Background: an optimization exercise with open tools, aiming at small area. Do not read the settings as production practice. Where RTL was checked, it was by simulation tests only, not by an equivalence proof against the original. No functional check of the RTL was part of runs 2 and 3. In run 1 the design's own scripts or RTL, not TritonCTS, make the clock network. The clock input has no modelled driver; a real chip could not lean on it and would need a root buffer or a full tree. Power figures rest on the tool's default switching activity, not on a simulated workload.

## flow/design.v

```verilog
module m_prescale(input clock, input reset, output ca0);
	reg [4:0] cam1;
	assign ca0 = &cam1;
	always @(posedge clock) begin
		if(reset) cam1 <= 5'h1f;
		else cam1 <= {cam1[4] ^ (&cam1[3:0]), cam1[3] ^ (&cam1[2:0]), cam1[2] ^ (&cam1[1:0]), cam1[1] ^ cam1[0], ~cam1[0]};
	end
endmodule
module m_chattering_filter(input clk, input reset, input sample, input signal_in, output signal_out);
	reg signal_reg;
	assign signal_out = signal_reg;
	always @(posedge clk) begin
		if(reset) signal_reg <= 1'b0;
		else if(sample) signal_reg <= signal_in;
	end
endmodule
module m_counter #(parameter HOURS = 0) (clk, reset, increment_clock, res, seg, tens, last_clock, countup);
	input clk, reset, increment_clock, res;
	output [6:0] seg;
	output reg [2:0] tens;
	output reg last_clock;
	output reg countup;
	reg [3:0] ones;
	localparam [3:0] ZERO = HOURS ? 4'd13 : 4'd15;
	localparam [2:0] TZERO = HOURS ? 3'd0 : 3'd0;
	wire [3:0] ones_inc;
	wire ones9, ones3;
	generate
		if (HOURS) begin : g24
			m_ones24 d(ones, ones_inc, ones9, ones3, seg);
		end else begin : g60
			m_ones60 d(ones, ones_inc, ones9, ones3, seg);
		end
	endgenerate
	wire [2:0] tens_next60;
	wire tens_is5;
	wire [6:0] tens_seg_unused;
	m_tens60 dt(tens, tens_next60, tens_is5, tens_seg_unused);
	wire tens_max = HOURS ? tens[1] : tens_is5;
	wire wrap = HOURS ? (tens[1] & ones3) : (tens_max & ones9);
	wire [2:0] tens_inc = HOURS ? {1'b0, tens[0], ~tens[0]} : tens_next60;
	wire step = increment_clock & ~last_clock;
	always @(posedge clk) begin
		if(reset) begin
			ones <= ZERO;
			tens <= TZERO;
			countup <= 1'b0;
			last_clock <= 1'b1;
		end
		else begin
			last_clock <= increment_clock;
			if(res) begin
				ones <= ZERO;
				tens <= TZERO;
			end
			else if(step) begin
				countup <= wrap;
				if(wrap) begin
					ones <= ZERO;
					tens <= TZERO;
				end
				else if(ones9) begin
					ones <= ZERO;
					tens <= tens_inc;
				end
				else ones <= ones_inc;
			end
		end
	end
endmodule
module m_ones60(input [3:0] q, output [3:0] next, output is9, output is3, output [6:0] seg);
	assign next[0] = (~q[1] & q[3]) | (q[0] & q[1]);
	assign next[1] = (q[0] & ~q[3]) | (~q[0] & q[1] & q[2] & q[3]);
	assign next[2] = (q[2] & ~q[3]) | (q[1] & q[2]);
	assign next[3] = (~q[1] & ~q[3]) | (~q[0] & ~q[1]);
	assign is9 = (~q[0] & ~q[2] & ~q[3]);
	assign is3 = 1'b0;
	assign seg[0] = (~q[1] & q[2] & ~q[3]);
	assign seg[1] = (~q[1] & q[3]);
	assign seg[2] = (~q[0] & q[1] & q[2] & q[3]);
	assign seg[3] = (~q[1] & ~q[3]);
	assign seg[4] = (~q[3]) | (~q[0] & ~q[1]);
	assign seg[5] = (q[0] & ~q[3]) | (~q[0] & q[1] & q[2]);
	assign seg[6] = (q[0] & q[2]) | (q[0] & ~q[3]);
endmodule
module m_ones24(input [3:0] q, output [3:0] next, output is9, output is3, output [6:0] seg);
	assign next[0] = (q[1]) | (~q[0]);
	assign next[1] = (~q[2]) | (~q[1] & ~q[3]) | (~q[0] & ~q[3]);
	assign next[2] = (~q[2]) | (q[0] & ~q[3]);
	assign next[3] = (q[0] & q[3]) | (~q[0] & ~q[3]);
	assign is9 = (~q[2] & ~q[3]);
	assign is3 = (~q[1] & ~q[3]);
	assign seg[0] = (~q[0] & ~q[1]) | (~q[0] & ~q[3]);
	assign seg[1] = (q[0] & q[1] & q[3]);
	assign seg[2] = (q[0] & q[1] & ~q[3]);
	assign seg[3] = (~q[1] & ~q[2]) | (~q[0] & ~q[3]);
	assign seg[4] = (~q[2]) | (~q[1] & ~q[3]) | (~q[0] & ~q[3]);
	assign seg[5] = (q[0] & q[2] & ~q[3]) | (~q[1] & ~q[2] & q[3]);
	assign seg[6] = (~q[1] & q[3]);
endmodule
module m_tens60(input [2:0] t, output [2:0] next, output is5, output [6:0] odat);
	assign next[0] = (t[0]) | (t[1] & t[2]);
	assign next[1] = (~t[1]);
	assign next[2] = (t[2]) | (t[1]);
	assign is5 = (t[0] & t[1]);
	assign odat[0] = (t[1] & ~t[2]) | (t[0] & ~t[1]);
	assign odat[1] = (t[0] & t[1]);
	assign odat[2] = (~t[0] & ~t[1] & t[2]);
	assign odat[3] = (t[1] & ~t[2]) | (t[0] & ~t[1]);
	assign odat[4] = (t[1]) | (t[0]);
	assign odat[5] = (~t[0] & t[2]) | (t[1] & ~t[2]);
	assign odat[6] = (~t[2]);
endmodule
module m_seven_segment_tens(input [2:0] t, output [6:0] odat);
	wire [2:0] next;
	wire is5;
	m_tens60 d(t, next, is5, odat);
endmodule
module TopModule(
	input CLK1,
	input RST,
	output [7:0] HEX0,
	output [7:0] HEX1,
	output [7:0] HEX2,
	output [7:0] HEX3,
	output [7:0] HEX4,
	output [7:0] HEX5,
	input [1:0] BTN,
	output [9:0] LED,
	input [9:0] SW
	);
	wire ca0;
	m_prescale p_chat(CLK1, RST, ca0);
	wire increment_button, reset_button;
	wire is_second_editing, is_minute_editing, is_hour_editing;
	wire sample;
	m_chattering_filter f_inc(CLK1, RST, sample, ~BTN[0], increment_button);
	m_chattering_filter f_res(CLK1, RST, sample, ~BTN[1], reset_button);
	m_chattering_filter f_sec(CLK1, RST, sample, SW[0], is_second_editing);
	m_chattering_filter f_min(CLK1, RST, sample, SW[1], is_minute_editing);
	m_chattering_filter f_hour(CLK1, RST, sample, SW[2], is_hour_editing);
	wire is_editing = is_second_editing | is_minute_editing | is_hour_editing;
	reg [9:0] cbx;
	wire ca0_run = ca0 & ~is_editing;
	always @(posedge CLK1) begin
		if(RST) cbx <= 10'h3ff;
		else if(ca0_run) cbx <= {cbx[9] ^ (&cbx[8:0]), cbx[8] ^ (&cbx[7:0]), cbx[7] ^ (&cbx[6:0]), cbx[6] ^ (&cbx[5:0]),
			cbx[5] ^ (&cbx[4:0]), cbx[4] ^ (&cbx[3:0]), cbx[3] ^ (&cbx[2:0]), cbx[2] ^ (&cbx[1:0]), cbx[1] ^ cbx[0], ~cbx[0]};
	end
	wire clock_1hz = ca0_run & (&cbx);
	wire [6:0] s1, m1, h1;
	wire [2:0] s10, m10, h10;
	wire second_last, minute_last, hour_last;
	wire second_countup, minute_countup, hour_countup;
	m_counter #(0) c_sec(CLK1, RST, clock_1hz | (is_second_editing & increment_button), is_second_editing & reset_button, s1, s10, second_last, second_countup);
	m_counter #(0) c_min(CLK1, RST, second_countup | (is_minute_editing & increment_button), is_minute_editing & reset_button, m1, m10, minute_last, minute_countup);
	m_counter #(1) c_hour(CLK1, RST, minute_countup | (is_hour_editing & increment_button), is_hour_editing & reset_button, h1, h10, hour_last, hour_countup);
	assign sample = ca0 & ~(clock_1hz & second_last);
	assign LED = {is_editing, 4'b0, reset_button, increment_button, is_hour_editing, is_minute_editing, is_second_editing};
	assign HEX0[6:0] = s1;
	m_seven_segment_tens d1(s10, HEX1[6:0]);
	assign HEX2[6:0] = m1;
	m_seven_segment_tens d3(m10, HEX3[6:0]);
	assign HEX4[6:0] = h1;
	assign HEX5[6:0] = {~h10[1], h10[1] | h10[0], h10[0], h10[0], h10[1], 1'b0, h10[0]};
	assign HEX0[7] = 1'b0;
	assign HEX1[7] = 1'b1;
	assign HEX2[7] = 1'b0;
	assign HEX3[7] = 1'b1;
	assign HEX4[7] = 1'b0;
	assign HEX5[7] = 1'b1;
endmodule
```

## flow/flow/abc_override.tcl

```tcl
# Map with an area-oriented ABC script instead of the flow's speed script.
proc abc {args} {
  set i [lsearch -exact $args -script]
  if {$i >= 0} { lset args [expr {$i + 1}] $::env(AREA_ABC_SCRIPT) }
  yosys abc {*}$args
}
```

## flow/flow/clock_split.tcl

```tcl
# After CTS: rebuild the clock tree as CLOCK_SPLIT_COUNT buffers of type
# CLOCK_SPLIT_CELL, each driven by the clock port and driving the flip-flops of
# one part of the core (sinks halved alternately by x and y), placed at the middle of
# its sinks. The buffers CTS made are removed.
set block [ord::get_db_block]
set db [ord::get_db]
set clk [$block findNet CLK1]
set k $::env(CLOCK_SPLIT_COUNT)
set master [$db findMaster $::env(CLOCK_SPLIT_CELL)]

# collect the flip-flop clock pins below the port through the CTS buffers
set sinks {}
set bufs {}
set todo [list $clk]
while {[llength $todo]} {
  set n [lindex $todo 0]
  set todo [lrange $todo 1 end]
  foreach it [$n getITerms] {
    set inst [$it getInst]
    if {[string match "*clkbuf*" [[$inst getMaster] getName]] && [$it getIoType] eq "INPUT"} {
      lappend bufs $inst
      lappend todo [[$inst findITerm X] getNet]
    } elseif {[$it getIoType] eq "INPUT"} {
      lappend sinks $it
    }
  }
}
foreach b $bufs {
  set n [[$b findITerm X] getNet]
  foreach it [$n getITerms] { $it disconnect }
  foreach it [$b getITerms] { if {[$it getNet] ne "NULL"} { $it disconnect } }
  odb::dbInst_destroy $b
  if {$n ne $clk} { odb::dbNet_destroy $n }
}
foreach it $sinks { if {[$it getNet] ne "NULL"} { $it disconnect } }

# groups by recursive halving, alternately by x and by y
proc split_groups {items k axis} {
  if {$k <= 1} { return [list $items] }
  set keyed {}
  foreach it $items { lappend keyed [list [lindex [[$it getInst] getLocation] $axis] $it] }
  set keyed [lsort -integer -index 0 $keyed]
  set n [llength $keyed]
  set k1 [expr {$k / 2}]
  set cut [expr {$n * $k1 / $k}]
  set a {}; set b {}
  for {set i 0} {$i < $n} {incr i} {
    if {$i < $cut} { lappend a [lindex [lindex $keyed $i] 1] } else { lappend b [lindex [lindex $keyed $i] 1] }
  }
  return [concat [split_groups $a $k1 [expr {1 - $axis}]] [split_groups $b [expr {$k - $k1}] [expr {1 - $axis}]]]
}
set g 0
foreach group [split_groups $sinks $k 0] {
  set buf [odb::dbInst_create $block $master "clkbuf_split_$g"]
  set net [odb::dbNet_create $block "clknet_split_$g"]
  $net setSigType CLOCK
  [$buf findITerm A] connect $clk
  [$buf findITerm X] connect $net
  set sx 0; set sy 0
  foreach it $group {
    $it connect $net
    set loc [[$it getInst] getLocation]
    incr sx [lindex $loc 0]; incr sy [lindex $loc 1]
  }
  set m [llength $group]
  $buf setLocation [expr {$sx / $m}] [expr {$sy / $m}]
  $buf setPlacementStatus PLACED
  puts "clock_split: $::env(CLOCK_SPLIT_CELL) clkbuf_split_$g drives $m sinks"
  incr g
}
detailed_placement
estimate_parasitics -placement
```

## flow/standard.sh

```bash
#!/bin/bash
# synth_recipe.tcl (not shown) runs the flow's synth.tcl, then flattens the netlist and writes it again
# the make line also repeats each setting of config.mk as NAME=value (left out here)
make -C /OpenROAD-flow-scripts/flow DESIGN_CONFIG=/design/flow/config.mk WORK_HOME=/design/flow/orfs CLKGATE_MAP_FILE= SYNTH_SCRIPT=/design/flow/synth_recipe.tcl "${@:-finish}"
```

## flow/flow/run.sh

```bash
#!/bin/bash
# Own layout flow: the standard synthesis script, with no half/full adder
# cells and no cell above the smallest drive, then the standard ORFS steps with
# area-oriented settings (smallest port buffers, cells downsized after
# floorplan, a small clock tree without dummy loads).
set -euo pipefail

# the platform's don't-use cells and every cell above the smallest drive
DONT_USE=$(tr '\n' ' ' < flow/dont_use.txt)

# The standard flow's synthesis script, with ABC mapping for area (flow/abc_override.tcl)
cat flow/abc_override.tcl synth_recipe.tcl > area_synth.tcl
AREA_ABC_SCRIPT=$PWD/flow/area.script bash standard.sh \
  "SYNTH_SCRIPT=$PWD/area_synth.tcl" \
  "DONT_USE_CELLS=$DONT_USE sky130_fd_sc_hd__ha_1 sky130_fd_sc_hd__fa_1" \
  "MIN_BUF_CELL_AND_PORTS=sky130_fd_sc_hd__buf_1 A X" \
  synth > synth.log 2>&1

bash standard.sh \
  "DONT_USE_CELLS=$DONT_USE" \
  "REMOVE_ABC_BUFFERS=1" \
  "SKIP_REPAIR_TIE_FANOUT=1" \
  "BUFFER_PORTS_ARGS=-buffer_cell sky130_fd_sc_hd__buf_1" \
  "CTS_ARGS=$(cat flow/cts_args.txt)" \
  "RECOVER_POWER=100" \
  "POST_CTS_TCL=$PWD/flow/clock_split.tcl" "CLOCK_SPLIT_COUNT=4" "CLOCK_SPLIT_CELL=sky130_fd_sc_hd__buf_4" \
  "POST_FLOORPLAN_TCL=$PWD/flow/downsize.tcl" \
  finish > finish.log 2>&1
```

## flow/constraint.sdc

```tcl
create_clock -name core_clock -period 20.0 [get_ports {CLK1}]
set_input_delay 4.0000 -clock core_clock [delete_from_list [all_inputs] [get_ports {CLK1}]]
set_output_delay 4.0000 -clock core_clock [all_outputs]
set_load 0.01 [all_outputs]
```

## flow/flow/area.script

```
strash
&get -n
&deepsyn -T 20
&put
dch -f
amap
topo
```

## flow/flow/downsize.tcl

```tcl
# Replace every combinational cell by the smallest-area cell of the same
# function (same name stem, other drive strength) that is not don't-use.
set db [ord::get_db]
set dont_use [split $::env(DONT_USE_CELLS)]
set masters {}
foreach lib [$db getLibs] {
  foreach m [$lib getMasters] { dict set masters [$m getName] $m }
}
set n 0
foreach inst [[ord::get_db_block] getInsts] {
  set m [$inst getMaster]
  if {[$m getType] ne "CORE"} continue
  set name [$m getName]
  if {![regexp {^(sky130_fd_sc_hd__[a-z0-9]+)_([0-9]+)$} $name -> stem drive]} continue
  if {[string match "*__df*" $stem] || [string match "*__conb" $stem]} continue
  set best $name
  set best_area [expr {[$m getWidth] * [$m getHeight]}]
  dict for {cand cm} $masters {
    if {![regexp "^${stem}_\[0-9\]+\$" $cand]} continue
    if {$cand in $dont_use} continue
    set a [expr {[$cm getWidth] * [$cm getHeight]}]
    if {$a < $best_area} { set best $cand; set best_area $a }
  }
  if {$best ne $name} {
    replace_cell [$inst getName] $best
    incr n
  }
}
puts "downsize: replaced $n cells"
```

## flow/config.mk

```make
export PLATFORM = sky130hd
export DESIGN_NAME = TopModule
export DESIGN_NICKNAME = TopModule
export VERILOG_FILES = /design/flow/design.v
export SDC_FILE = /design/flow/constraint.sdc
export NUM_CORES = 4
export LEC_CHECK = 0
export CAP_MARGIN = 20
export CORE_MARGIN = 2
export CORE_UTILIZATION = 40
export SLEW_MARGIN = 20
```

## flow/flow/cts_args.txt

```
-sink_clustering_enable -sink_clustering_size 60 -sink_clustering_max_diameter 500 -buf_list {sky130_fd_sc_hd__clkbuf_16} -dont_use_dummy_load -repair_clock_nets
```

## flow/flow/dont_use.txt

```
sky130_fd_sc_hd__a2111o_2
sky130_fd_sc_hd__a2111o_4
sky130_fd_sc_hd__a2111oi_2
sky130_fd_sc_hd__a2111oi_4
sky130_fd_sc_hd__a211o_2
sky130_fd_sc_hd__a211o_4
sky130_fd_sc_hd__a211oi_2
sky130_fd_sc_hd__a211oi_4
sky130_fd_sc_hd__a21bo_2
sky130_fd_sc_hd__a21bo_4
sky130_fd_sc_hd__a21boi_2
sky130_fd_sc_hd__a21boi_4
sky130_fd_sc_hd__a21o_2
sky130_fd_sc_hd__a21o_4
sky130_fd_sc_hd__a21oi_2
sky130_fd_sc_hd__a21oi_4
sky130_fd_sc_hd__a221o_2
sky130_fd_sc_hd__a221o_4
sky130_fd_sc_hd__a221oi_2
sky130_fd_sc_hd__a221oi_4
sky130_fd_sc_hd__a22o_2
sky130_fd_sc_hd__a22o_4
sky130_fd_sc_hd__a22oi_2
sky130_fd_sc_hd__a22oi_4
sky130_fd_sc_hd__a2bb2o_2
sky130_fd_sc_hd__a2bb2o_4
sky130_fd_sc_hd__a2bb2oi_2
sky130_fd_sc_hd__a2bb2oi_4
sky130_fd_sc_hd__a311o_2
sky130_fd_sc_hd__a311o_4
sky130_fd_sc_hd__a311oi_2
sky130_fd_sc_hd__a311oi_4
sky130_fd_sc_hd__a31o_2
sky130_fd_sc_hd__a31o_4
sky130_fd_sc_hd__a31oi_2
sky130_fd_sc_hd__a31oi_4
sky130_fd_sc_hd__a32o_2
sky130_fd_sc_hd__a32o_4
sky130_fd_sc_hd__a32oi_2
sky130_fd_sc_hd__a32oi_4
sky130_fd_sc_hd__a41o_2
sky130_fd_sc_hd__a41o_4
sky130_fd_sc_hd__a41oi_2
sky130_fd_sc_hd__a41oi_4
sky130_fd_sc_hd__and2_2
sky130_fd_sc_hd__and2_4
sky130_fd_sc_hd__and2b_2
sky130_fd_sc_hd__and2b_4
sky130_fd_sc_hd__and3_2
sky130_fd_sc_hd__and3_4
sky130_fd_sc_hd__and3b_2
sky130_fd_sc_hd__and3b_4
sky130_fd_sc_hd__and4_2
sky130_fd_sc_hd__and4_4
sky130_fd_sc_hd__and4b_2
sky130_fd_sc_hd__and4b_4
sky130_fd_sc_hd__and4bb_2
sky130_fd_sc_hd__and4bb_4
sky130_fd_sc_hd__buf_12
sky130_fd_sc_hd__buf_16
sky130_fd_sc_hd__buf_2
sky130_fd_sc_hd__buf_4
sky130_fd_sc_hd__buf_6
sky130_fd_sc_hd__buf_8
sky130_fd_sc_hd__bufbuf_16
sky130_fd_sc_hd__bufbuf_8
sky130_fd_sc_hd__bufinv_16
sky130_fd_sc_hd__bufinv_8
sky130_fd_sc_hd__clkdlybuf4s15_1
sky130_fd_sc_hd__clkdlybuf4s15_2
sky130_fd_sc_hd__clkdlybuf4s18_1
sky130_fd_sc_hd__clkdlybuf4s18_2
sky130_fd_sc_hd__clkdlybuf4s25_1
sky130_fd_sc_hd__clkdlybuf4s25_2
sky130_fd_sc_hd__clkdlybuf4s50_1
sky130_fd_sc_hd__clkdlybuf4s50_2
sky130_fd_sc_hd__clkinv_16
sky130_fd_sc_hd__clkinv_2
sky130_fd_sc_hd__clkinv_4
sky130_fd_sc_hd__clkinv_8
sky130_fd_sc_hd__clkinvlp_2
sky130_fd_sc_hd__clkinvlp_4
sky130_fd_sc_hd__decap_12
sky130_fd_sc_hd__decap_3
sky130_fd_sc_hd__decap_4
sky130_fd_sc_hd__decap_6
sky130_fd_sc_hd__decap_8
sky130_fd_sc_hd__dfbbn_2
sky130_fd_sc_hd__dfrbp_2
sky130_fd_sc_hd__dfrtp_2
sky130_fd_sc_hd__dfrtp_4
sky130_fd_sc_hd__dfsbp_2
sky130_fd_sc_hd__dfstp_2
sky130_fd_sc_hd__dfstp_4
sky130_fd_sc_hd__dfxbp_2
sky130_fd_sc_hd__dfxtp_2
sky130_fd_sc_hd__dfxtp_4
sky130_fd_sc_hd__diode_2
sky130_fd_sc_hd__dlclkp_2
sky130_fd_sc_hd__dlclkp_4
sky130_fd_sc_hd__dlrbn_2
sky130_fd_sc_hd__dlrbp_2
sky130_fd_sc_hd__dlrtn_2
sky130_fd_sc_hd__dlrtn_4
sky130_fd_sc_hd__dlrtp_2
sky130_fd_sc_hd__dlrtp_4
sky130_fd_sc_hd__dlxbn_2
sky130_fd_sc_hd__dlxtn_2
sky130_fd_sc_hd__dlxtn_4
sky130_fd_sc_hd__dlygate4sd1_1
sky130_fd_sc_hd__dlygate4sd2_1
sky130_fd_sc_hd__dlygate4sd3_1
sky130_fd_sc_hd__dlymetal6s2s_1
sky130_fd_sc_hd__dlymetal6s4s_1
sky130_fd_sc_hd__dlymetal6s6s_1
sky130_fd_sc_hd__ebufn_2
sky130_fd_sc_hd__ebufn_4
sky130_fd_sc_hd__ebufn_8
sky130_fd_sc_hd__einvn_2
sky130_fd_sc_hd__einvn_4
sky130_fd_sc_hd__einvn_8
sky130_fd_sc_hd__einvp_2
sky130_fd_sc_hd__einvp_4
sky130_fd_sc_hd__einvp_8
sky130_fd_sc_hd__fa_2
sky130_fd_sc_hd__fa_4
sky130_fd_sc_hd__ha_2
sky130_fd_sc_hd__ha_4
sky130_fd_sc_hd__inv_12
sky130_fd_sc_hd__inv_16
sky130_fd_sc_hd__inv_2
sky130_fd_sc_hd__inv_4
sky130_fd_sc_hd__inv_6
sky130_fd_sc_hd__inv_8
sky130_fd_sc_hd__lpflow_bleeder_1
sky130_fd_sc_hd__lpflow_clkbufkapwr_1
sky130_fd_sc_hd__lpflow_clkbufkapwr_16
sky130_fd_sc_hd__lpflow_clkbufkapwr_2
sky130_fd_sc_hd__lpflow_clkbufkapwr_4
sky130_fd_sc_hd__lpflow_clkbufkapwr_8
sky130_fd_sc_hd__lpflow_clkinvkapwr_1
sky130_fd_sc_hd__lpflow_clkinvkapwr_16
sky130_fd_sc_hd__lpflow_clkinvkapwr_2
sky130_fd_sc_hd__lpflow_clkinvkapwr_4
sky130_fd_sc_hd__lpflow_clkinvkapwr_8
sky130_fd_sc_hd__lpflow_decapkapwr_12
sky130_fd_sc_hd__lpflow_decapkapwr_3
sky130_fd_sc_hd__lpflow_decapkapwr_4
sky130_fd_sc_hd__lpflow_decapkapwr_6
sky130_fd_sc_hd__lpflow_decapkapwr_8
sky130_fd_sc_hd__lpflow_inputiso0n_1
sky130_fd_sc_hd__lpflow_inputiso0p_1
sky130_fd_sc_hd__lpflow_inputiso1n_1
sky130_fd_sc_hd__lpflow_inputiso1p_1
sky130_fd_sc_hd__lpflow_inputisolatch_1
sky130_fd_sc_hd__lpflow_isobufsrc_1
sky130_fd_sc_hd__lpflow_isobufsrc_16
sky130_fd_sc_hd__lpflow_isobufsrc_2
sky130_fd_sc_hd__lpflow_isobufsrc_4
sky130_fd_sc_hd__lpflow_isobufsrc_8
sky130_fd_sc_hd__lpflow_isobufsrckapwr_16
sky130_fd_sc_hd__lpflow_lsbuf_lh_hl_isowell_tap_1
sky130_fd_sc_hd__lpflow_lsbuf_lh_hl_isowell_tap_2
sky130_fd_sc_hd__lpflow_lsbuf_lh_hl_isowell_tap_4
sky130_fd_sc_hd__lpflow_lsbuf_lh_isowell_4
sky130_fd_sc_hd__lpflow_lsbuf_lh_isowell_tap_1
sky130_fd_sc_hd__lpflow_lsbuf_lh_isowell_tap_2
sky130_fd_sc_hd__lpflow_lsbuf_lh_isowell_tap_4
sky130_fd_sc_hd__maj3_2
sky130_fd_sc_hd__maj3_4
sky130_fd_sc_hd__mux2_2
sky130_fd_sc_hd__mux2_4
sky130_fd_sc_hd__mux2_8
sky130_fd_sc_hd__mux2i_2
sky130_fd_sc_hd__mux2i_4
sky130_fd_sc_hd__mux4_2
sky130_fd_sc_hd__mux4_4
sky130_fd_sc_hd__nand2_2
sky130_fd_sc_hd__nand2_4
sky130_fd_sc_hd__nand2_8
sky130_fd_sc_hd__nand2b_2
sky130_fd_sc_hd__nand2b_4
sky130_fd_sc_hd__nand3_2
sky130_fd_sc_hd__nand3_4
sky130_fd_sc_hd__nand3b_2
sky130_fd_sc_hd__nand3b_4
sky130_fd_sc_hd__nand4_2
sky130_fd_sc_hd__nand4_4
sky130_fd_sc_hd__nand4b_2
sky130_fd_sc_hd__nand4b_4
sky130_fd_sc_hd__nand4bb_2
sky130_fd_sc_hd__nand4bb_4
sky130_fd_sc_hd__nor2_2
sky130_fd_sc_hd__nor2_4
sky130_fd_sc_hd__nor2_8
sky130_fd_sc_hd__nor2b_2
sky130_fd_sc_hd__nor2b_4
sky130_fd_sc_hd__nor3_2
sky130_fd_sc_hd__nor3_4
sky130_fd_sc_hd__nor3b_2
sky130_fd_sc_hd__nor3b_4
sky130_fd_sc_hd__nor4_2
sky130_fd_sc_hd__nor4_4
sky130_fd_sc_hd__nor4b_2
sky130_fd_sc_hd__nor4b_4
sky130_fd_sc_hd__nor4bb_2
sky130_fd_sc_hd__nor4bb_4
sky130_fd_sc_hd__o2111a_2
sky130_fd_sc_hd__o2111a_4
sky130_fd_sc_hd__o2111ai_2
sky130_fd_sc_hd__o2111ai_4
sky130_fd_sc_hd__o211a_2
sky130_fd_sc_hd__o211a_4
sky130_fd_sc_hd__o211ai_2
sky130_fd_sc_hd__o211ai_4
sky130_fd_sc_hd__o21a_2
sky130_fd_sc_hd__o21a_4
sky130_fd_sc_hd__o21ai_2
sky130_fd_sc_hd__o21ai_4
sky130_fd_sc_hd__o21ba_2
sky130_fd_sc_hd__o21ba_4
sky130_fd_sc_hd__o21bai_2
sky130_fd_sc_hd__o21bai_4
sky130_fd_sc_hd__o221a_2
sky130_fd_sc_hd__o221a_4
sky130_fd_sc_hd__o221ai_2
sky130_fd_sc_hd__o221ai_4
sky130_fd_sc_hd__o22a_2
sky130_fd_sc_hd__o22a_4
sky130_fd_sc_hd__o22ai_2
sky130_fd_sc_hd__o22ai_4
sky130_fd_sc_hd__o2bb2a_2
sky130_fd_sc_hd__o2bb2a_4
sky130_fd_sc_hd__o2bb2ai_2
sky130_fd_sc_hd__o2bb2ai_4
sky130_fd_sc_hd__o311a_2
sky130_fd_sc_hd__o311a_4
sky130_fd_sc_hd__o311ai_2
sky130_fd_sc_hd__o311ai_4
sky130_fd_sc_hd__o31a_2
sky130_fd_sc_hd__o31a_4
sky130_fd_sc_hd__o31ai_2
sky130_fd_sc_hd__o31ai_4
sky130_fd_sc_hd__o32a_2
sky130_fd_sc_hd__o32a_4
sky130_fd_sc_hd__o32ai_2
sky130_fd_sc_hd__o32ai_4
sky130_fd_sc_hd__o41a_2
sky130_fd_sc_hd__o41a_4
sky130_fd_sc_hd__o41ai_2
sky130_fd_sc_hd__o41ai_4
sky130_fd_sc_hd__or2_2
sky130_fd_sc_hd__or2_4
sky130_fd_sc_hd__or2b_2
sky130_fd_sc_hd__or2b_4
sky130_fd_sc_hd__or3_2
sky130_fd_sc_hd__or3_4
sky130_fd_sc_hd__or3b_2
sky130_fd_sc_hd__or3b_4
sky130_fd_sc_hd__or4_2
sky130_fd_sc_hd__or4_4
sky130_fd_sc_hd__or4b_2
sky130_fd_sc_hd__or4b_4
sky130_fd_sc_hd__or4bb_2
sky130_fd_sc_hd__or4bb_4
sky130_fd_sc_hd__probe_p_8
sky130_fd_sc_hd__probec_p_8
sky130_fd_sc_hd__sdfbbn_2
sky130_fd_sc_hd__sdfrbp_2
sky130_fd_sc_hd__sdfrtp_2
sky130_fd_sc_hd__sdfrtp_4
sky130_fd_sc_hd__sdfsbp_2
sky130_fd_sc_hd__sdfstp_2
sky130_fd_sc_hd__sdfstp_4
sky130_fd_sc_hd__sdfxbp_2
sky130_fd_sc_hd__sdfxtp_2
sky130_fd_sc_hd__sdfxtp_4
sky130_fd_sc_hd__sdlclkp_2
sky130_fd_sc_hd__sdlclkp_4
sky130_fd_sc_hd__sedfxbp_2
sky130_fd_sc_hd__sedfxtp_2
sky130_fd_sc_hd__sedfxtp_4
sky130_fd_sc_hd__xnor2_2
sky130_fd_sc_hd__xnor2_4
sky130_fd_sc_hd__xnor3_2
sky130_fd_sc_hd__xnor3_4
sky130_fd_sc_hd__xor2_2
sky130_fd_sc_hd__xor2_4
sky130_fd_sc_hd__xor3_2
sky130_fd_sc_hd__xor3_4
```

==> run summary, run 1 <==
status=finished clean; Ports=72; top cell type's share of synthesized area=0.4678; Max Slew Vio Count=0; die width=73.38 um; Clock transition at path regs=0.11 ns; Seq cells post-synth=45; final setup vio count=0; worst slew pin tran=0.7173 ns; CP required=20.05 ns; drt total wl=3888 um; top flop regs=cbx (10), p_chat.cam1 (5); post-layout util=0.4544; layout cells sized above 1=0.01361; DRT iter0 DRCs=63; Gate Count Post-Synth=261; DR vias/cell=5.037; drt wl/cell=11.17 um; Hold Crit Class=register to register; Max IR drop VDD=48.65 uV; FILL cells=492; # Max-Cap Violations=0; dpl cells=344; Pwr Density=77.22 nW/um2; via count=1753; Clock Latency Late Sink=0.15 ns; DRC=0; Die H=73.38 um; reg-to-reg slack, setup=16.44 ns; register area share after synthesis=0.4678; Final Critical Period=5.490 ns; Worst Skew=0.01156 ns; startpoint types=input pin; DR pass1 iterations=4; GRT Resource Usage Total=0.1439; global-route wire length before repair=6058 um; period utilization=0.2745; clock sinks=45; WP data arrival=5.54 ns; Mean Syn Cell Area=7.378 um2; initial core utilization=0.4104; final antenna-violating net count=0; P_leak=0.8026 nW; pre-CTS setup slack=14.34 ns; worst hold slack=0.4040 ns; vias in the first global route=1385; RSZ-0062 raised after global routing=no; CP Class=input pin to register; HPWL Detailed=2899 um; post-synthesis cell type count=28; Crit. End Element=register; port buffer count=53; fin area=2132 um2; Mapped Area=1926 um2; final non-filler cell total=348; CP Max Fanout=19; Largest register FFs=10; Core Area=4692 um2; worst setup margin=14.51 ns; Area Overhead vs Synth=10.72%; synth warn=5; leading area contributor after synthesis=dfxtp_1; gpl congestion=0.7935; die area=5385 um2; fmax=0.1822 GHz; total gr overflow=0; # diodes=0; largest net degree at the start of global routing=20; Power Total=164.6 uW; Area after DPL=2102 um2; dominant cells by area after synthesis=dfxtp_1 (47%), o21ai_0 (9.1%), nor2_1 (8.6%); Biggest register=cbx; setup TNS=0 ns; Fin. Hold Viols=0; Slew headroom=0.5174; number of cell rows=25; fin nets=310; initial antenna violation count=0
-- per-layer routing --
metal | wire [um] | GRT usage
met5 | 0 | 0
met4 | 0 | 0.03636
met3 | 200 | 0.04252
met2 | 1667 | 0.2172
met1 | 2021 | 0.2019
-- layout make-up --
cell class	count	area (um2)	area share
flip-flops and latches	45	900.9	0.4225
multi-input cells	160	814.5	0.3820
repair buffers	53	198.9	0.09331
inverters	32	120.1	0.05634
well taps	54	67.56	0.03169
plain buffers	4	30.03	0.01408
-- worst max-delay path, cell delays in order --
cell and delay [ns]:
buf_1 0.25, clkinv_1 0.45, o21ai_0 0.30, a31oi_1 0.11, nand2_1 0.10, nor2_1 0.08
nor2_1 0.15, o22ai_1 0.09
-- cell usage after synthesis (all sizes together) --
cell type / instances
a22oi: 2
conb: 2
a22o: 1
nand3: 2
nor2b: 1
a221o: 1
nor2: 44
clkinv: 32
and2: 4
nand2: 14
o22ai: 14
nor3: 9
nor4: 1
buf: 24
o21bai: 1
or3: 1
dfxtp: 45
o32ai: 2
a2111o: 2
a21o: 1
and3: 8
a31oi: 1
or2: 4
a21oi: 7
nand3b: 1
o21ai: 35
nand2b: 1
a32oi: 1
-- worst paths after layout --
kind / endpoint / cells after the start / start
min reg2reg: p_chat.cam1[0] / 1 / p_chat.cam1[0]
max reg2reg: c_sec.countup / 15 / p_chat.cam1[0]
min: p_chat.cam1[0] / 1 / p_chat.cam1[0]
max: c_hour.tens[0] / 8 / RST
-- power by group --
group          switching [mW]  total [mW]  internal (mW)  leakage, nW
logic                  0.0183      0.0288         0.0105        0.416
clock network          0.0220      0.0325         0.0105       0.0192
registers             0.00570       0.103         0.0976        0.368
-- cells by family after synthesis --
kind of cell | count (synthesis) | share of synthesized area
AO/OA/AOI/OAI | 68 | 0.2086
buffers and inverters | 56 | 0.1092
flip-flops | 45 | 0.4678
other | 2 | 0.003900
AND/OR/NAND/NOR | 90 | 0.2105
-- placed cells by master, fill, tap and decap left out, types with 2 or more instances in the layout --
cell type,count
conb_1,2
o22ai_1,14
a22oi_1,2
and2_0,4
o32ai_1,2
a2111o_1,2
buf_1,53
o21ai_0,35
buf_4,4
or2_0,4
clkinv_1,32
nor3_1,9
nand2_1,14
nand3_1,2
dfxtp_1,45
a21oi_1,7
and3_1,8
nor2_1,44
==> inputs of run 2 (changes only) <==
==> flow/design.v (replaced) <==
module m_prescale(input clock, input reset, output sample, output ca0, output ca31);
	reg [4:0] ca;
	reg la;
	assign ca0 = (ca == 5'd0);
	assign sample = ca0 & ~la;
	assign ca31 = &ca;
	always @(posedge clock) begin
		if(reset) ca <= 5'd0;
		else ca <= ca + 5'd1;
		la <= reset;
	end
endmodule
module m_chattering_filter(input clk, input reset, input sample, input signal_in, output signal_out);
	reg signal_reg;
	assign signal_out = signal_reg;
	always @(posedge clk) begin
		if(reset) signal_reg <= 1'b0;
		else if(sample) signal_reg <= signal_in;
	end
endmodule
module m_counter #(parameter HOURS = 0) (clk, reset, increment_clock, res, ones, tens, countup);
	input clk, reset, increment_clock, res;
	output reg [3:0] ones;
	output reg [2:0] tens;
	output reg countup;
	reg last_clock;
	wire ones9 = ones[3] & ones[0];
	wire [2:0] tens_inc = HOURS ? {1'b0, tens[0], ~tens[0]} : tens + 3'd1;
	wire wrap = HOURS ? (tens[1] & ones[1] & ones[0]) : (tens[2] & tens[0] & ones9);
	always @(posedge clk) begin
		if(reset) begin
			ones <= 4'd0;
			tens <= 3'd0;
			countup <= 1'b0;
			last_clock <= 1'b1;
		end
		else begin
			last_clock <= increment_clock;
			if(res) begin
				ones <= 4'd0;
				tens <= 3'd0;
			end
			else if(increment_clock & ~last_clock) begin
				if(wrap) begin
					ones <= 4'd0;
					tens <= 3'd0;
					countup <= 1'b1;
				end
				else begin
					countup <= 1'b0;
					if(ones9) begin
						ones <= 4'd0;
						tens <= tens_inc;
					end
					else ones <= ones + 4'd1;
				end
			end
		end
	end
endmodule
module m_seven_segment(input [3:0] idat, output [6:0] odat);
	assign odat =
		(idat == 4'h0) ? 7'b1000000 :
		(idat == 4'h1) ? 7'b1111001 :
		(idat == 4'h2) ? 7'b0100100 :
		(idat == 4'h3) ? 7'b0110000 :
		(idat == 4'h4) ? 7'b0011001 :
		(idat == 4'h5) ? 7'b0010010 :
		(idat == 4'h6) ? 7'b0000010 :
		(idat == 4'h7) ? 7'b1111000 :
		(idat == 4'h8) ? 7'b0000000 : 7'b0011000;
endmodule
module TopModule(
	input CLK1,
	input RST,
	output [7:0] HEX0,
	output [7:0] HEX1,
	output [7:0] HEX2,
	output [7:0] HEX3,
	output [7:0] HEX4,
	output [7:0] HEX5,
	input [1:0] BTN,
	output [9:0] LED,
	input [9:0] SW
	);
	wire sample, ca0, ca31;
	m_prescale p_chat(CLK1, RST, sample, ca0, ca31);
	wire increment_button, reset_button;
	wire is_second_editing, is_minute_editing, is_hour_editing;
	m_chattering_filter f_inc(CLK1, RST, sample, ~BTN[0], increment_button);
	m_chattering_filter f_res(CLK1, RST, sample, ~BTN[1], reset_button);
	m_chattering_filter f_sec(CLK1, RST, sample, SW[0], is_second_editing);
	m_chattering_filter f_min(CLK1, RST, sample, SW[1], is_minute_editing);
	m_chattering_filter f_hour(CLK1, RST, sample, SW[2], is_hour_editing);
	wire is_editing = is_second_editing | is_minute_editing | is_hour_editing;
	reg [9:0] cb;
	always @(posedge CLK1) begin
		if(RST) cb <= 10'd0;
		else if(ca31 & ~is_editing) cb <= cb + 10'd1;
	end
	wire clock_1hz = ca0 & ~is_editing & (cb == 10'd0);
	wire [3:0] s1, m1, h1;
	wire [2:0] s10, m10, h10;
	wire second_countup, minute_countup, hour_countup;
	m_counter #(0) c_sec(CLK1, RST, clock_1hz | (is_second_editing & increment_button), is_second_editing & reset_button, s1, s10, second_countup);
	m_counter #(0) c_min(CLK1, RST, second_countup | (is_minute_editing & increment_button), is_minute_editing & reset_button, m1, m10, minute_countup);
	m_counter #(1) c_hour(CLK1, RST, minute_countup | (is_hour_editing & increment_button), is_hour_editing & reset_button, h1, h10, hour_countup);
	assign LED = {is_editing, 4'b0, reset_button, increment_button, is_hour_editing, is_minute_editing, is_second_editing};
	m_seven_segment s0(s1, HEX0[6:0]);
	m_seven_segment s1d({1'b0, s10}, HEX1[6:0]);
	m_seven_segment s2(m1, HEX2[6:0]);
	m_seven_segment s3({1'b0, m10}, HEX3[6:0]);
	m_seven_segment s4(h1, HEX4[6:0]);
	m_seven_segment s5({1'b0, h10}, HEX5[6:0]);
	assign HEX0[7] = 1'b0;
	assign HEX1[7] = 1'b1;
	assign HEX2[7] = 1'b0;
	assign HEX3[7] = 1'b1;
	assign HEX4[7] = 1'b0;
	assign HEX5[7] = 1'b1;
endmodule
==> flow/flow/run.sh (replaced) <==
#!/bin/bash
# Own layout flow: the standard synthesis unchanged, then the standard ORFS
# steps with area-oriented settings (smallest port buffers, no large cells
# after synthesis, a small clock tree without dummy loads, power recovery).
set -euo pipefail
bash standard.sh synth > synth.log 2>&1

# the platform's don't-use cells and every cell above the smallest drive
DONT_USE=$(tr '\n' ' ' < flow/dont_use.txt)

bash standard.sh \
  "DONT_USE_CELLS=$DONT_USE" \
  "BUFFER_PORTS_ARGS=-buffer_cell sky130_fd_sc_hd__buf_1" \
  "CTS_ARGS=$(cat flow/cts_args.txt)" \
  "RECOVER_POWER=100" \
  finish > finish.log 2>&1
==> flow/flow/cts_args.txt (replaced) <==
-sink_clustering_enable -sink_clustering_size 30 -sink_clustering_max_diameter 200 -buf_list {sky130_fd_sc_hd__clkbuf_4 sky130_fd_sc_hd__clkbuf_8} -dont_use_dummy_load -repair_clock_nets
removed: flow/flow/abc_override.tcl
removed: flow/flow/area.script
removed: flow/flow/clock_split.tcl
removed: flow/flow/downsize.tcl
==> run 2 against run 1 <==
Still clean. Sequential power fell by 5%. Synthesized area rose by 60%. Combinational power fell by 24%. Sequential cell count rose by 1. Clock skew rose by 0.00078 ns. Critical path depth fell by 1. First-iteration DRC count rose by 48%. Register-to-register slack improved by 1.5 ns. Worst setup slack got worse by 0.39 ns. Via count rose by 50%. Fmax fell by 6.7%. Final cell count rose by 51%. Highest routed layer is now met4.
==> run summary, run 2 <==
status=finished clean; fin nets=471; GRT Resource Usage Total=0.1401; Max Slew Vio Count=0; number of synthesized flops with an enable pin=0; fmax=0.1699 GHz; CTS H-Tree Depth=2; Hold Crit Class=register to register; die area=8402 um2; top cells by count, synth=nor2_1 (55), dfxtp_1 (46), a21oi_1 (30); Biggest register=cb; dpl cells=520; initial antenna violation count=0; Num CTS Buffers=5; Fin. Hold Viols=0; Clk network pwr share=0.293; drt wl/cell=11.05 um; commonest cells after routing, fill and taps aside=nor2_1 (55), buf_1 (54), dfxtp_1 (46), a21oi_1 (30), ha_1 (29); gpl congestion=0.7560; CP required=16.00 ns; DRT iter0 DRCs=93; Clock Latency Late Sink=0.29 ns; worst hold slack=0.4699 ns; Die H=91.67 um; Worst Skew=0.01234 ns; combinational power share=0.130; Slew headroom=0.4569; dominant cells by area after synthesis=dfxtp_1 (30%), ha_1 (12%), nor2_1 (6.7%); Largest register FFs=10; Core Area=7331 um2; CP Class=register to output port; Pwr Density=51.28 nW/um2; clock sinks=46; layout cells sized above 1=0.02582; worst slew pin tran=0.8085 ns; drt total wl=5802 um; Ports=72; setup TNS=0 ns; final non-filler cell total=525; Async SR Flop Fraction=0; number of cell rows=31; DR pass1 iterations=4; ys flop type=dfxtp_1; largest net degree at the start of global routing=18; Max IR drop VDD=32.95 uV; initial core utilization=0.4194; Mean Syn Cell Area=7.783 um2; startpoint types=register; TritonCTS clock tree=done; synth warn=5; Area Overhead vs Synth=7.163%; Crit. End Element=output port; top cell type's share of synthesized area=0.2996; RSZ-0062 raised after global routing=no; sequential fraction of design power=0.576; die width=91.67 um; # Max-Cap Violations=0; WP data arrival=1.88 ns; final antenna-violating net count=0; PostCTS Resize Cnt=0; Final Critical Period=5.884 ns; total gr overflow=0; maximum clock path buffer count=2; Gate Count Post-Synth=395; period utilization=0.2942; Clock transition at path regs=0.08 ns; P_leak=1.226 nW; Mapped Area=3074 um2; Post-CTS Hold Buffers=0; global-route wire length before repair=10070 um; via count=2635; vias in the first global route=2339; CP Max Fanout=10; leading area contributor after synthesis=dfxtp_1; final setup vio count=0; post-synthesis cell type count=44; # diodes=0; top flop regs=cb (10), p_chat.ca (5); register area share after synthesis=0.2996; most common cell after layout, fill and taps aside=nor2_1; top-count cell post-synth=nor2_1; Seq cells post-synth=46; postcts setup bufs=0; port buffer count=53; DR vias/cell=5.019; sw frac=0.2591; DRC=0; Int Power=125.2 uW; sw power=43.78 uW; clk root buf=clkbuf_8; HPWL Detailed=4388 um
## run 2: cell types whose count changed after synthesis, moves of 14 or more
cell,previous run,this run
a21oi_1,7,30
buf_1,24,2
buf_4,0,18
clkbuf_1,0,15
clkinv_1,32,0
ha_1,0,29
inv_1,0,21
o21ai_0,35,21
## run 2: worst max-delay path, stage by stage (launching register included)
cell and delay [ns]:
dfxtp_1 0.43, inv_1 0.15, ha_1 0.33, nor2_1 0.17
nand3_1 0.09, o22a_1 0.19, nor2_1 0.08, buf_1 0.15
## run 2: power groups by stage
stage                     Combinational, mW  Sequential, mW  Clock [mW]
after floorplan                      0.0204          0.0985           0
after global placement               0.0218          0.0994           0
after detailed placement             0.0222          0.0996           0
after CTS                            0.0223          0.0974      0.0521
after global routing                 0.0251          0.0980      0.0553
final                                0.0220          0.0974      0.0496
## run 2: metrics by stage
step	util	cell area, um2	setup WS, ns	total power [mW]
CTS	0.4494	3294	14.10	0.1718
detailed placement	0.4400	3226	14.43	0.1218
global route	0.4494	3294	13.86	0.1784
finish	0.4494	3294	14.12	0.1689
floorplan	-	3108	14.56	0.1190
global placement	0.4400	3226	14.44	0.1213
## run 2: final timing paths
check	from	end	slack [ns]	cells after the start
max	c_sec.ones[0]	HEX0[6]	14.12	7
min	p_chat.ca[0]	p_chat.ca[0]	0.47	1
max reg2reg	p_chat.ca[0]	c_sec.countup	17.94	7
min reg2reg	p_chat.ca[0]	p_chat.ca[0]	0.47	1
## run 2: kinds of logic after synthesis
logic type,after synthesis,share of synthesized area
xor gates and xnor gates,13,0.03704
buffers and inverters,58,0.09361
muxes,9,0.02971
AOI/OAI and AO/OA,78,0.1522
adders and majority gates,29,0.1180
other,2,0.002443
and+or+nand+nor,160,0.2674
DFF,46,0.2996
## run 2: final cells by class
type | instances | area, um2
Sequential cell | 46 | 920.9
Tap cell | 99 | 123.9
Fill cell | 755 | 4036
Timing Repair Buffer | 54 | 202.7
Multi-Input combinational cell | 300 | 1899
Clock buffer | 5 | 68.82
Inverter | 21 | 78.83
## run 2: metal layers
layer	GRT usage	up-vias	wire length [um]
li1	-	1383	-
met1	0.1866	1213	2884
met2	0.2408	35	2712
met3	0.02219	4	171
met4	0.02652	0	34
met5	0	-	0
==> inputs of run 3 (changes only) <==
--- a/flow/design.v
+++ b/flow/design.v
@@ -60,14 +60,20 @@
 endmodule
 module m_seven_segment(input [3:0] idat, output [6:0] odat);
-	assign odat =
-		(idat == 4'h0) ? 7'b1000000 :
-		(idat == 4'h1) ? 7'b1111001 :
-		(idat == 4'h2) ? 7'b0100100 :
-		(idat == 4'h3) ? 7'b0110000 :
-		(idat == 4'h4) ? 7'b0011001 :
-		(idat == 4'h5) ? 7'b0010010 :
-		(idat == 4'h6) ? 7'b0000010 :
-		(idat == 4'h7) ? 7'b1111000 :
-		(idat == 4'h8) ? 7'b0000000 : 7'b0011000;
+	reg [6:0] r;
+	always @(*) begin
+		case(idat)
+			4'h0: r = 7'b1000000;
+			4'h1: r = 7'b1111001;
+			4'h2: r = 7'b0100100;
+			4'h3: r = 7'b0110000;
+			4'h4: r = 7'b0011001;
+			4'h5: r = 7'b0010010;
+			4'h6: r = 7'b0000010;
+			4'h7: r = 7'b1111000;
+			4'h8: r = 7'b0000000;
+			default: r = 7'b0011000;
+		endcase
+	end
+	assign odat = r;
 endmodule
 module TopModule(
@@ -99,5 +105,5 @@
 		else if(ca31 & ~is_editing) cb <= cb + 10'd1;
 	end
-	wire clock_1hz = ca0 & ~is_editing & (cb == 10'd0);
+	wire clock_1hz = ca0 & (cb == 10'd0);
 	wire [3:0] s1, m1, h1;
 	wire [2:0] s10, m10, h10;
==> flow/run.sh (new file) <==
#!/bin/bash
# synth_recipe.tcl (not shown) runs the flow's synth.tcl, then flattens the netlist and writes it again
# the make line also repeats each setting of config.mk as NAME=value (left out here)
make -C /OpenROAD-flow-scripts/flow DESIGN_CONFIG=/design/flow/config.mk WORK_HOME=/design/flow/orfs CLKGATE_MAP_FILE= SYNTH_SCRIPT=/design/flow/synth_recipe.tcl finish
removed: flow/flow/run.sh
removed: flow/flow/cts_args.txt
removed: flow/flow/dont_use.txt
removed: flow/standard.sh
==> run 3 against run 2 <==
Sequential cell count is 40 higher. Final cell count up 13%. Register-to-register slack lost 0.79 ns. Largest power group unchanged. Worst setup slack got worse by 0.22 ns. Die area grew 28%. Synthesized area up 29%. Clock-buffer cell count grew 4. Power increased by 110%.
==> run summary, run 3 <==
HPWL Detailed=4945 um; post-layout util=0.4939; fin area=4783 um2; # Max-Cap Violations=0; Simple-Gate Fraction of Synth Area=0.1822; sw power=78.43 uW; Die H=103.6 um; period utilization=0.3050; Crit. End Element=register; total gr overflow=0; die area=10740 um2; hold path start=p_chat.ca[0]; gpl congestion=0.8238; Pwr Density=72.55 nW/um2; clk root buf=clkbuf_8; commonest cells after routing, fill and taps aside=dfxtp_1 (86), clkdlybuf4s50_1 (53), nor2_1 (45), ha_1 (33); top cell type's share of synthesized area=0.4337; sw frac=0.2260; register area share after synthesis=0.4337; Num CTS Buffers=9; synth warn=6; worst slew pin tran=0.6263 ns; Area Overhead vs Synth=20.49%; Mean Syn Cell Area=9.754 um2; mux share of post-synthesis cell area=0.05704; DR pass1 iterations=4; DRT iter0 DRCs=74; Worst Skew=0.007273 ns; Power Total=347.0 uW; Seq cells post-synth=86; Worst path slowest cell=clkdlybuf4s50_1; DR vias/cell=4.684; Critical R2R Launch=p_chat.ca[0]; Clk network pwr share=0.415; CP Max Fanout=32; Core Area=9684 um2; final antenna-violating net count=0; initial core utilization=0.4099; startpoint types=input pin; Max Slew Vio Count=0; top-count cell post-synth=dfxtp_1; layout cells sized above 1=0.08460; Fin. Hold Viols=0; setup TNS=0 ns; Gate Count Post-Synth=407; # diodes=0; status=finished clean; Int Power=268.6 uW; Async SR Flop Fraction=0; fin nets=503; initial antenna violation count=0; drt wl/cell=11.68 um; most common cell after layout, fill and taps aside=dfxtp_1; Post-CTS Hold Buffers=0; post-synthesis cell type count=53; Mapped Area=3970 um2; number of synthesized flops with an enable pin=0; Crit. Startpoint=RST; CP Class=input pin to register; largest family of logic cells by synthesized area=simple AND/OR/NAND/NOR gates; Final Critical Period=6.100 ns; clock sinks=86; combinational power share=0.070; Area after DPL=4547 um2; gr busiest metal=met2; Synth Area in Compound Gates=0.1131; top cells by count, synth=dfxtp_1 (86), nor2_1 (45), ha_1 (33); Largest register FFs=10; via count=2782; fmax=0.1639 GHz; Synth Area in Adders=0.1040; Max stage delay on crit path=0.39 ns; vias in the first global route=2732; met1 Use GR=0.1599; Post-Synth XOR/XNOR Area=0.04192; global-route wire length before repair=11750 um; DRC=0; dominant cells by area after synthesis=dfxtp_1 (43%), ha_1 (10%), nor2_1 (4.3%); RSZ-0062 raised after global routing=no; worst hold slack=0.4617 ns; Ports=72; TritonCTS clock tree=done; Clock transition at path regs=0.08 ns; GRT Resource Usage Total=0.1305; final setup vio count=0; Biggest register=cb; number of cell rows=36; PostCTS Resize Cnt=0; maximum clock path buffer count=2; sequential fraction of design power=0.515; crit-path cells=clkdlybuf4s50_1, buf_4, a21oi_1, nand2b_1, a21oi_1, inv_1, ha_1, nand2_1, o21ai_0, a21oi_1; CP required=20.23 ns; Global Route met3 Usage=0.02895; met2 usage=0.2200; Clock Latency Late Sink=0.35 ns; WP data arrival=6.33 ns; Max IR drop VDD=33.61 uV; FILL cells=901; ys flop type=dfxtp_1; largest net degree at the start of global routing=33; drt total wl=6935 um; die width=103.6 um; postcts setup bufs=0; Top cell by count, worst path=a21oi_1; P_leak=1.955 nW; Hold Crit Class=register to register; CTS H-Tree Depth=3; port buffer count=53; Slew headroom=0.5816; leading area contributor after synthesis=dfxtp_1
## run 3: changes by cell type after synthesis, sizes merged, moves of 5 or more
cell	change
dfxtp	+40
o21ai	-14
nor2	-10
clkbuf	-9
nor3	-8
nor4	-8
a211oi	+7
inv	+6
mux2	+6
mux2i	+6
nand3b	-5
xor2	+5
## run 3: final timing paths
check	to	slack [ns]	cells after the start
min reg2reg	p_chat.ca[0]	0.46	1
max	s2.odat[3]	13.90	10
min	p_chat.ca[0]	0.46	1
max reg2reg	s0.odat[3]	17.15	11
## run 3: final cells by class
cell class,instances,area (um2),share of cell area
clock buffer,9,123.9,0.02590
clock inverter,7,112.6,0.02354
inverter,27,101.3,0.02119
multi-input combinational,278,2019,0.4222
sequential,86,1722,0.3599
tap,133,166.4,0.03479
timing repair buffer,54,538.0,0.1125
## run 3: power groups by stage
| stage | Sequential, mW | Clock (mW) | Combinational (mW) |
|---|---|---|---|
| floorplan | 0.182 | 0 | 0.0180 |
| global placement | 0.183 | 0 | 0.0243 |
| detailed placement | 0.183 | 0 | 0.0245 |
| CTS | 0.179 | 0.148 | 0.0246 |
| global route | 0.180 | 0.153 | 0.0272 |
| finish | 0.179 | 0.144 | 0.0242 |
## run 3: kinds of logic after synthesis
family | count (synthesis)
AOI/OAI and AO/OA | 65
buffers and inverters | 52
other | 2
adders and majority gates | 33
muxes | 21
xor gates and xnor gates | 19
and+or+nand+nor | 129
DFF | 86
## run 3: routing by layer
| metal | vias up | share of wire | routed length, um |
|---|---|---|---|
| met2 | 52 | 0.46 | 3216 |
| met4 | 0 | 0.0099 | 69 |
| met5 | - | 0 | 0 |
| met1 | 1269 | 0.49 | 3391 |
| met3 | 8 | 0.037 | 257 |
| li1 | 1453 | - | - |
## run 3: through the flow
stage	setup WS [ns]	instances
5_1_grt	13.67	594
3_5_place_dp	13.53	578
6_report	13.90	594
4_1_cts	13.90	594
2_1_floorplan	14.46	416
3_3_place_gp	13.55	578
## run 3: critical path, delay by kind of cell
| kind | cells | cell delay, ns |
|---|---|---|
| fa+ha+maj | 1 | 0.29 |
| simple gates | 2 | 0.28 |
| buf+inv | 3 | 0.77 |
| compound gates | 4 | 0.96 |

[what the ideal ports hide]
The flow's constraints put no driver on any port. The routed layouts listed below were extracted and timed again, unchanged, in two steps. Step 1 assumes that a clkbuf_16 drives the clock port and a buf_2 every other input. Step 2 also shifts input and output timing later by t, the mid clock arrival at the registers, as if the neighbouring blocks saw the same clock. a / b / c = no drivers / after step 1 / after step 2; a / b = the first two.
run | shift t [ns] | setup slack, ns | worst setup path at the end | slew at the worst register clock pin (ns) | pins driven straight from the clock port
run 1 | 0.184 | 14.510 / 14.529 / 14.344 | input to register | 0.11 / 0.11 | 4
run 2 | 0.309 | 14.116 / 14.087 / 14.397 | register to output | 0.08 / 0.08 | 1
run 3 | 0.372 | 13.900 / 13.904 / 13.532 | input to register | 0.09 / 0.09 | 1
After both steps every run listed still meets setup and hold. For run 3, which loses most, drivers alone change the setup slack by +0.004 ns; drivers and shift together by -0.368 ns.
